Source: an optimization exercise on an open RTL-to-GDS flow (aim: small area). Production flows keep margins and buffers that such runs may drop. Only simulation tests tie the RTL to the original design; equivalence was not proved. Power figures rest on the tool's default switching activity, not on a simulated workload.

Design blinkingLeds, start of the top module:
module blinkingLeds
    #(parameter W = 4)(  
    input logic clk, reset,
    input  logic cs,
    input  logic read,
    input  logic write,
    input  logic [4:0] addr,
    input  logic [31:0] wr_data,
    output logic [31:0] rd_data,
    output logic [W-1:0] LED
    );
Size: about 750 cells after synthesis, ~78 I/O pins.
clock: 10.0 ns
lec_check: 0
cap_margin: 20
core_margin: 2
core_utilization: 70
place_density: 0.8
slew_margin: 20
standard.sh (not shown) runs the stock make flow with config.mk's settings and CLKGATE_MAP_FILE= SYNTH_SCRIPT=/design/flow/synth_recipe.tcl, a recipe that flattens the netlist after the stock synthesis.
==> flow/flow/run.sh <==
#!/bin/bash
# Own layout flow: the standard ORFS flow (standard.sh) with
#  - synthesis through synth_area.tcl (area-oriented ABC mapping),
#  - port buffers of the smallest buffer cell,
#  - CTS without dummy loads,
#  - one tie cell for all constant outputs (no tie fanout repair),
set -euo pipefail
here=$(cd "$(dirname "$0")" && pwd)
bash standard.sh \
  SYNTH_SCRIPT="$here/synth_area.tcl" \
  BUFFER_PORTS_ARGS="-buffer_cell sky130_fd_sc_hd__buf_1" \
  CTS_ARGS="-repair_clock_nets -dont_use_dummy_load -buf_list sky130_fd_sc_hd__clkbuf_8" \
  SKIP_REPAIR_TIE_FANOUT=1 \
  finish > make_flow.log 2>&1
==> flow/flow/area.abc <==
strash
&get -n
&fraig -x
&put
dc2
strash
&get -n
&dch -f
&nf -R 1000 -p
&put
strash
&get -n
&dch -f
&nf -R 1000 -p
&put
==> flow/flow/mux_a22o.v <==
module sky130_fd_sc_hd__mux2_1 (input A0, input A1, input S, output X);
  wire s_n;
  sky130_fd_sc_hd__inv_1 sel_inv (.A(S), .Y(s_n));
  sky130_fd_sc_hd__a22o_1 _TECHMAP_REPLACE_ (.A1(S), .A2(A1), .B1(s_n), .B2(A0), .X(X));
endmodule
==> flow/flow/synth_area.tcl <==
# The standard synthesis script (synth_recipe.tcl), with one change: ABC
# maps the combinational logic with an area-oriented script (area.abc)
# instead of ORFS's delay-oriented one, and mux2 cells become a22o cells
# (mux_a22o.v). Registers are mapped before ABC runs,
# so they come out exactly as in the standard synthesis.
set flow_dir [file dirname [file normalize [info script]]]
set area_abc_script [file join $flow_dir area.abc]
set mux_map [file join $flow_dir mux_a22o.v]
proc synth {args} { yosys synth -nofsm -noshare {*}$args }
proc abc {args} {
  set i [lsearch -exact $args -script]
  lset args [expr {$i + 1}] $::area_abc_script
  yosys abc {*}$args
  # 2:1 muxes on a shared select: a22o plus one shared inverter per select
  yosys techmap -map $::mux_map t:sky130_fd_sc_hd__mux2_1
  yosys opt_merge -share_all t:sky130_fd_sc_hd__inv_1
  yosys opt_clean
}
source $::env(SCRIPTS_DIR)/synth.tcl
# left out here: clear keep_hierarchy, flatten, clean up, hide names made inside functions, write 1_2_yosys.v
==> next run, changes <==
--- a/flow/flow/run.sh
+++ b/flow/flow/run.sh
@@ -11,3 +11,3 @@
   BUFFER_PORTS_ARGS="-buffer_cell sky130_fd_sc_hd__buf_1" \
-  CTS_ARGS="-repair_clock_nets -dont_use_dummy_load -buf_list sky130_fd_sc_hd__clkbuf_8" \
+  CTS_ARGS="-sink_clustering_enable -repair_clock_nets -dont_use_dummy_load -buf_list sky130_fd_sc_hd__clkbuf_8" \
   SKIP_REPAIR_TIE_FANOUT=1 \
Effect: The new run ran to the end with no violations. Utilization is unchanged. Setup slack does not change. Final cell count does not change. Clock skew does not change.
==> next run, changes <==
--- a/flow/flow/run.sh
+++ b/flow/flow/run.sh
@@ -11,3 +11,3 @@
   BUFFER_PORTS_ARGS="-buffer_cell sky130_fd_sc_hd__buf_1" \
-  CTS_ARGS="-sink_clustering_enable -repair_clock_nets -dont_use_dummy_load -buf_list sky130_fd_sc_hd__clkbuf_8" \
+  CTS_ARGS="-sink_clustering_enable -sink_clustering_buffer sky130_fd_sc_hd__clkbuf_8 -sink_clustering_size 30 -sink_clustering_max_diameter 200 -repair_clock_nets -dont_use_dummy_load -buf_list sky130_fd_sc_hd__clkbuf_8" \
   SKIP_REPAIR_TIE_FANOUT=1 \
After rerunning: The changed run finished with timing, DRC and antenna clean. Via count does not change. Cell area is unchanged. Synthesized area stays the same.

---

run 1:
blinkingLeds, a different RTL version from the one above (not shown whole).
For scale: about 680 cells after synthesis, roughly 78 I/O pins, about 0.0079 mm² of cells after synthesis.
## blinkingLeds
module blinkingLeds
    #(parameter W = 4)(  
    input logic clk, reset,
    input  logic cs,
    input  logic read,
    input  logic write,
    input  logic [4:0] addr,
    input  logic [31:0] wr_data,
    output logic [31:0] rd_data,
    output logic [W-1:0] LED
    );
    logic [15:0] led_reg [3:0];
    logic wr_en;
    logic [5:0] phase;
    logic phase_low_zero, phase_zero, phase_wrap;
    assign phase_low_zero = (phase[4:0] == 5'd0);
    always_ff@(posedge clk, posedge reset)
    begin
        if(reset)
            phase <= 0;
        else
            phase <= {phase[4:0], phase[5] ^ phase[4] ^ phase_low_zero};
    end
    assign phase_zero = phase_low_zero & ~phase[5];
    assign phase_wrap = phase_low_zero & phase[5];
    generate
        genvar i;
        for(i=0; i<4; i=i+1)
        begin: blinkingCircuit
            singleLedBlink #(.bits(16)) blink (
                .clk(clk),
                .reset(reset),
                .phase_zero(phase_zero),
                .phase_wrap(phase_wrap),
                .finalValue(led_reg[i]),
                .led(LED[i])
            );
        end
    endgenerate
    always_ff@(posedge clk, posedge reset)
    begin
        if(reset)
        begin
            led_reg[0] <= 0;
            led_reg[1] <= 0;
            led_reg[2] <= 0;
            led_reg[3] <= 0;
        end
        else
        begin
            if(wr_en)
            begin
                if(addr[1:0] == 2'b00)
                    led_reg[0] <= wr_data[15:0];
                if(addr[1:0] == 2'b01)
                    led_reg[1] <= wr_data[15:0];
                if(addr[1:0] == 2'b10)
                    led_reg[2] <= wr_data[15:0];
                if(addr[1:0] == 2'b11)
                    led_reg[3] <= wr_data[15:0];
            end
        end
    end
    assign wr_en = write && cs && (addr <= 3);
    assign rd_data = 0;
endmodule
export LEC_CHECK = 0
export CAP_MARGIN = 20
export CORE_MARGIN = 2
export CORE_UTILIZATION = 80
export PLACE_DENSITY = 0.88
export SLEW_MARGIN = 20
create_clock -name core_clock -period 10.0 [get_ports {clk}]
==> flow/flow/run.sh <==
#!/bin/bash
# Own layout flow: the standard ORFS flow (standard.sh) with
#  - synthesis through synth_area.tcl (area-oriented ABC mapping),
#  - port buffers of the smallest buffer cell,
#  - CTS without dummy loads,
#  - one tie cell for all constant outputs (no tie fanout repair),
set -euo pipefail
here=$(cd "$(dirname "$0")" && pwd)
bash standard.sh \
  SYNTH_SCRIPT="$here/synth_area.tcl" \
  BUFFER_PORTS_ARGS="-buffer_cell sky130_fd_sc_hd__buf_1" \
  CTS_ARGS="-sink_clustering_enable -repair_clock_nets -dont_use_dummy_load -buf_list sky130_fd_sc_hd__clkbuf_8" \
  SKIP_REPAIR_TIE_FANOUT=1 \
  finish > make_flow.log 2>&1
Scripts as last shown in full above: flow/flow/mux_a22o.v
Other scripts of this flow, unchanged in this note and not shown: flow/flow/area_s12.abc, flow/flow/area_s13.abc, flow/flow/area_s23.abc, flow/flow/area_s5.abc, flow/flow/area_s6.abc, flow/flow/area_s8.abc, flow/flow/synth_area.tcl
Run 1 finished all stages; the layout is clean.
The inputs of run 2 differ from those of run 1 as listed below.
- PLACE_DENSITY: 0.88 -> 0.7
- CORE_UTILIZATION: 80 -> 55
### Flow results
Final critical-path required period in run 2 is 190 ps lower than in run 1
Between run 2 and run 1, the total power does not differ in any meaningful way.
Looking at run 1 and run 2, the number of nets in the layout is a wash.
| routed wire length | lower: run 2 |
Run 2 vs. run 1: sequential share of layout area went down by 0.47 points.
Status: required time at the endpoint of the critical path parity (run 2, run 1)
Going from run 1 to run 2, the setup slack was found to have gone up by 190 ps.
Here is what was changed in the inputs of run 3 compared with run 2.
- swapping 0.7 for 0.8 in PLACE_DENSITY
- swapping 55 for 70 in CORE_UTILIZATION
Results
Compared with run 2, run 3 degrades maximum resistive drop on vdd. Between run 3 and run 2, the global-route track usage on met2 is lower for run 2. Changes observed in run 3 relative to run 2: worst setup slack was more or less identical, path length in cells of the critical path has remained practically unchanged, clock group total power saw little to no change, via count now smaller, die area decreased by about 20% relative to the old numbers. Diff run 2 -> run 3: post-layout total power held steady, post-place setup slack grew by 11 ps.
Modified inputs, run 4 compared to run 3
==> flow/flow/run.sh <==
#!/bin/bash
# Own layout flow: the standard ORFS flow (standard.sh) with
#  - synthesis through synth_area.tcl (area-oriented ABC mapping),
#  - port buffers of the smallest buffer cell,
#  - CTS without dummy loads, built from buf_6 cells (smaller than clkbuf_8
#    at a similar drive; the clock-pin slew stays well under the limit),
#  - one tie cell for all constant outputs (no tie fanout repair),
set -euo pipefail
here=$(cd "$(dirname "$0")" && pwd)
bash standard.sh \
  SYNTH_SCRIPT="$here/synth_area.tcl" \
  BUFFER_PORTS_ARGS="-buffer_cell sky130_fd_sc_hd__buf_1" \
  CTS_ARGS="-sink_clustering_enable -repair_clock_nets -dont_use_dummy_load -buf_list sky130_fd_sc_hd__buf_6" \
  SKIP_REPAIR_TIE_FANOUT=1 \
  finish > make_flow.log 2>&1
## What came out
Run 4 has completed all stages; timing, DRC and antenna checks passed.
From run 3 to run 4 the numbers moved as follows: total DRC errors in the routed layout saw little to no change, minimum setup slack in the final design saw an increase, worst supply voltage drop on vdd lost about 13%, proportion of total power due to net switching rose 0.68 points.
From run 3 to run 4 the numbers moved as follows: critical path depth was more or less identical; quantity of I/O buffers inserted on ports held steady.
Sort run 4 and run 3 by final critical-path required period, descending, and run 3 comes first.
Routed wire length: run 4 vs run 3 down about 1%
Summary of run 4 over run 3: final design utilization saw a decrease, design area dropped about 0.5%, total of fill cells in the finished design has increased.
Here is what was changed in the inputs of run 5 compared with run 4.
==> flow/flow/area_s31.abc (new file) <==
&get -n
&st
&synch2
&dch -f
&nf -R 1000 -p
&put
==> flow/flow/area_s37.abc (new file) <==
&get -n
&st
&dch -f -r
&nf -R 1000 -p
&put
Findings:
No stage failed in run 5, and the final checks on the layout all came back clean.
Compared run 5 against run 4; layout overhead on the synthesized area within noise.
Per the comparison of run 5 with run 4, power density over cell area about even, post-synthesis simple-gate area fraction saw a decrease.
Looking at final critical-path setup slack across both flows, run 5 is the stronger of the two, with run 4 trailing.
Going from run 4 to run 5, HPWL reported at the end of detailed placement climbed 1.0%; post-synthesis adder-cell area fraction barely changed.
Run 5: overall fraction of global-route tracks in use is 0.90 points lower than what run 4 reported.
Re clock period minus worst slack: run 4 and run 5 aren't equal, and the lower value belongs to run 5.

---

The RTL this note starts from:
==> flow/design.v <==
`timescale 1ns / 1ps
module t_ff(
    input  logic clk, reset,
    input  logic t,
    output logic q
    );
    always_ff@(posedge clk, posedge reset)
    begin
        if(reset)
            q <= 1'b0;
        else if(t)
            q <= ~q;
    end
endmodule
`timescale 1ns / 1ps
module timerMs_input
    #(parameter bits = 16)(
    input logic clk, reset,
    input logic phase_zero, phase_wrap,
    input logic [bits - 1:0] finalValue,
    output logic done
    );
    localparam logic [25:0] INV = 26'h0c26139;  
    logic [25:0] w_reg, w_keep, w_next;
    logic [26:0] carry;   
    assign done = phase_zero && (w_reg == {{(26-bits){1'b0}}, finalValue});
    assign w_keep = done ? 26'd0 : w_reg;
    always_comb
    begin
        carry[0] = 1'b0;
        for (int k = 0; k < 26; k++)
        begin
            if (INV[k])
            begin
                w_next[k]  = w_keep[k] ^ (phase_wrap & ~carry[k]);
                carry[k+1] = carry[k] | (phase_wrap & w_reg[k]);
            end
            else
            begin
                w_next[k]  = w_keep[k] ^ carry[k];
                carry[k+1] = carry[k] & w_reg[k];
            end
        end
    end
    always_ff@(posedge clk, posedge reset)
    begin
        if(reset)
            w_reg <= 0;
        else
            w_reg <= w_next;
    end
endmodule
`timescale 1ns / 1ps
module singleLedBlink
    #(parameter bits = 16)(
    input logic clk, reset,
    input logic phase_zero, phase_wrap,
    input logic [bits - 1:0] finalValue,
    output logic led
    );
    logic timerOut;
    timerMs_input #(.bits(bits)) timer (
        .clk(clk),
        .reset(reset),
        .phase_zero(phase_zero),
        .phase_wrap(phase_wrap),
        .finalValue(finalValue),
        .done(timerOut)
    );
    t_ff TFF (
        .clk(clk),
        .reset(reset),
        .t(timerOut),
        .q(led)
    );
endmodule
`timescale 1ns / 1ps
module blinkingLeds
    #(parameter W = 4)(  
    input logic clk, reset,
    input  logic cs,
    input  logic read,
    input  logic write,
    input  logic [4:0] addr,
    input  logic [31:0] wr_data,
    output logic [31:0] rd_data,
    output logic [W-1:0] LED
    );
    logic [15:0] led_reg [3:0];
    logic wr_en;
    logic [5:0] phase;
    logic phase_zero, phase_wrap;
    always_ff@(posedge clk, posedge reset)
    begin
        if(reset)
            phase <= 0;
        else
            phase <= phase + 1;
    end
    assign phase_zero = (phase == 6'd0);
    assign phase_wrap = (phase == 6'd63);
    generate
        genvar i;
        for(i=0; i<4; i=i+1)
        begin: blinkingCircuit
            singleLedBlink #(.bits(16)) blink (
                .clk(clk),
                .reset(reset),
                .phase_zero(phase_zero),
                .phase_wrap(phase_wrap),
                .finalValue(led_reg[i]),
                .led(LED[i])
            );
        end
    endgenerate
    always_ff@(posedge clk, posedge reset)
    begin
        if(reset)
        begin
            led_reg[0] <= 0;
            led_reg[1] <= 0;
            led_reg[2] <= 0;
            led_reg[3] <= 0;
        end
        else
        begin
            if(wr_en)
            begin
                if(addr[1:0] == 2'b00)
                    led_reg[0] <= wr_data[15:0];
                if(addr[1:0] == 2'b01)
                    led_reg[1] <= wr_data[15:0];
                if(addr[1:0] == 2'b10)
                    led_reg[2] <= wr_data[15:0];
                if(addr[1:0] == 2'b11)
                    led_reg[3] <= wr_data[15:0];
            end
        end
    end
    assign wr_en = write && cs && (addr <= 3);
    assign rd_data = 0;
endmodule
clock: 10.0 ns
lec_check: 0
cap_margin: 20
core_margin: 2
core_utilization: 70
place_density: 0.8
slew_margin: 20
==> flow/flow/run.sh <==
#!/bin/bash
# Own layout flow: the standard ORFS flow (standard.sh) with
#  - synthesis through synth_area.tcl (area-oriented ABC mapping),
#  - port buffers of the smallest buffer cell,
#  - CTS without dummy loads,
set -euo pipefail
here=$(cd "$(dirname "$0")" && pwd)
bash standard.sh \
  SYNTH_SCRIPT="$here/synth_area.tcl" \
  BUFFER_PORTS_ARGS="-buffer_cell sky130_fd_sc_hd__buf_1" \
  CTS_ARGS="-sink_clustering_enable -repair_clock_nets -dont_use_dummy_load -buf_list sky130_fd_sc_hd__clkbuf_8 -sink_clustering_size 30 -sink_clustering_max_diameter 100 -sink_clustering_levels 1" \
  SKIP_REPAIR_TIE_FANOUT=1 \
  finish > make_flow.log 2>&1
==> flow/flow/synth_area.tcl <==
# The standard synthesis script (synth_recipe.tcl), with one change: ABC
# maps the combinational logic with an area-oriented script (area.abc)
# instead of ORFS's delay-oriented one. Registers are mapped before ABC runs,
# so they come out exactly as in the standard synthesis.
set area_abc_script [file join [file dirname [file normalize [info script]]] area.abc]
proc synth {args} { yosys synth -nofsm -noshare {*}$args }
proc abc {args} {
  set i [lsearch -exact $args -script]
  lset args [expr {$i + 1}] $::area_abc_script
  yosys abc {*}$args
}
source $::env(SCRIPTS_DIR)/synth.tcl
# left out here: clear keep_hierarchy, flatten, clean up, hide names made inside functions, write 1_2_yosys.v
Scripts as last shown in full above: flow/flow/area.abc
Rerun with:
==> flow/flow/run.sh (replaced) <==
#!/bin/bash
# Own layout flow: the standard ORFS flow (standard.sh) with
#  - synthesis through synth_area.tcl (area-oriented ABC mapping),
#  - port buffers of the smallest buffer cell,
#  - CTS without dummy loads,
#  - power/area recovery (downsizing of non-critical gates) after global routing.
set -euo pipefail
here=$(cd "$(dirname "$0")" && pwd)
bash standard.sh \
  SYNTH_SCRIPT="$here/synth_area.tcl" \
  BUFFER_PORTS_ARGS="-buffer_cell sky130_fd_sc_hd__buf_1" \
  CTS_ARGS="-sink_clustering_enable -repair_clock_nets -dont_use_dummy_load -buf_list sky130_fd_sc_hd__clkbuf_8" \
  RECOVER_POWER=100 \
  finish > make_flow.log 2>&1
After rerunning: The changed run finished but fails on max-capacitance violations, max-slew violations. Critical path depth stays the same. Worst setup slack improved by 71 ps. Routed wire length drops by a few percent. Clock skew barely changes. Count of clock-buffer cells in the layout does not change.
Rerun with:
==> flow/flow/run.sh (replaced) <==
#!/bin/bash
# Own layout flow: the standard ORFS flow (standard.sh) with
#  - synthesis through synth_area.tcl (area-oriented ABC mapping),
#  - port buffers of the smallest buffer cell,
#  - CTS without dummy loads,
set -euo pipefail
here=$(cd "$(dirname "$0")" && pwd)
bash standard.sh \
  SYNTH_SCRIPT="$here/synth_area.tcl" \
  BUFFER_PORTS_ARGS="-buffer_cell sky130_fd_sc_hd__buf_1" \
  CTS_ARGS="-sink_clustering_enable -repair_clock_nets -dont_use_dummy_load -buf_list {sky130_fd_sc_hd__clkbuf_4 sky130_fd_sc_hd__clkbuf_8 sky130_fd_sc_hd__clkbuf_16}" \
  SKIP_REPAIR_TIE_FANOUT=1 \
  finish > make_flow.log 2>&1
Result: This time the run went through all stages and came out clean; register-to-register slack got worse by 420 ps; first-iteration DRC count increases by about 3%; setup slack got worse by 420 ps; power increases by 14%; wire length increases by about 6.5%; die area stays the same; sequential cell count stays the same; worst hold slack got worse by 5.2 ps.
Rerun with:
--- a/flow/flow/run.sh
+++ b/flow/flow/run.sh
@@ -9,5 +9,4 @@
   SYNTH_SCRIPT="$here/synth_area.tcl" \
   BUFFER_PORTS_ARGS="-buffer_cell sky130_fd_sc_hd__buf_1" \
-  CTS_ARGS="-sink_clustering_enable -repair_clock_nets -dont_use_dummy_load -buf_list {sky130_fd_sc_hd__clkbuf_4 sky130_fd_sc_hd__clkbuf_8 sky130_fd_sc_hd__clkbuf_16}" \
-  SKIP_REPAIR_TIE_FANOUT=1 \
+  CTS_ARGS="-sink_clustering_enable -repair_clock_nets -dont_use_dummy_load -buf_list sky130_fd_sc_hd__clkbuf_8" \
   finish > make_flow.log 2>&1
Result: Routed wire length came out lower by 5.8%. Worst hold slack improved by 5.2 ps. Global-route usage came out lower by 0.93 points. Die area does not change. Core utilization came out lower by 0.66 points. Setup slack improved by 430 ps. Non-clock buffer count is unchanged.

what the ideal ports hide:
How much do the figures lean on ideal ports? The routed layouts below were timed once more, with nothing changed but the port constraints. Step 1: set_driving_cell puts a clkbuf_16 on clk and a buf_2 on each other input, an assumption about the parent block. Step 2, shift: input delay + t, output delay - t, t = (earliest + latest rising clock arrival at the registers) / 2. This alone moves slack from input paths to output paths. Three values: ideal, step 1, step 2; two values: the first two.
run | t, ns | slack for setup (ns) | worst hold slack (ns) | worst register clock-pin slew, ns
the first run of note 1 | 0.492 | 5.352 / 5.352 / 5.352 | 0.368 / 0.368 / 0.368 | 0.09 / 0.09
the second run of note 1 | 0.492 | 5.352 / 5.352 / 5.352 | 0.368 / 0.368 / 0.368 | 0.09 / 0.09
the third run of note 1 | 0.492 | 5.352 / 5.352 / 5.352 | 0.368 / 0.368 / 0.368 | 0.09 / 0.09
run 1 | 0.492 | 4.723 / 4.723 / 4.723 | 0.382 / 0.382 / 0.382 | 0.08 / 0.08
run 2 | 0.490 | 4.913 / 4.913 / 4.913 | 0.380 / 0.380 / 0.380 | 0.08 / 0.08
run 3 | 0.486 | 4.913 / 4.913 / 4.913 | 0.377 / 0.377 / 0.377 | 0.09 / 0.09
run 4 | 0.467 | 4.930 / 4.930 / 4.930 | 0.381 / 0.381 / 0.381 | 0.10 / 0.10
run 5 | 0.447 | 5.034 / 5.034 / 5.034 | 0.364 / 0.364 / 0.364 | 0.10 / 0.10
the first run of note 3 | 0.480 | 4.941 / 4.941 / 4.941 | 0.469 / 0.469 / 0.469 | 0.08 / 0.08
the second run of note 3 | 0.481 | 5.012 / 5.012 / 4.955 | 0.470 / 0.470 / 0.470 | 0.08 / 0.08
the third run of note 3 | 0.454 | 4.591 / 4.591 / 4.591 | 0.465 / 0.465 / 0.465 | 0.06 / 0.06
the fourth run of note 3 | 0.481 | 5.021 / 5.021 / 5.021 | 0.470 / 0.470 / 0.470 | 0.08 / 0.08
For the second run of note 3, which loses most, drivers alone change the setup slack by 0.000 ns; drivers and shift together by -0.057 ns. The worst setup slack also covers recovery checks on asynchronous resets.
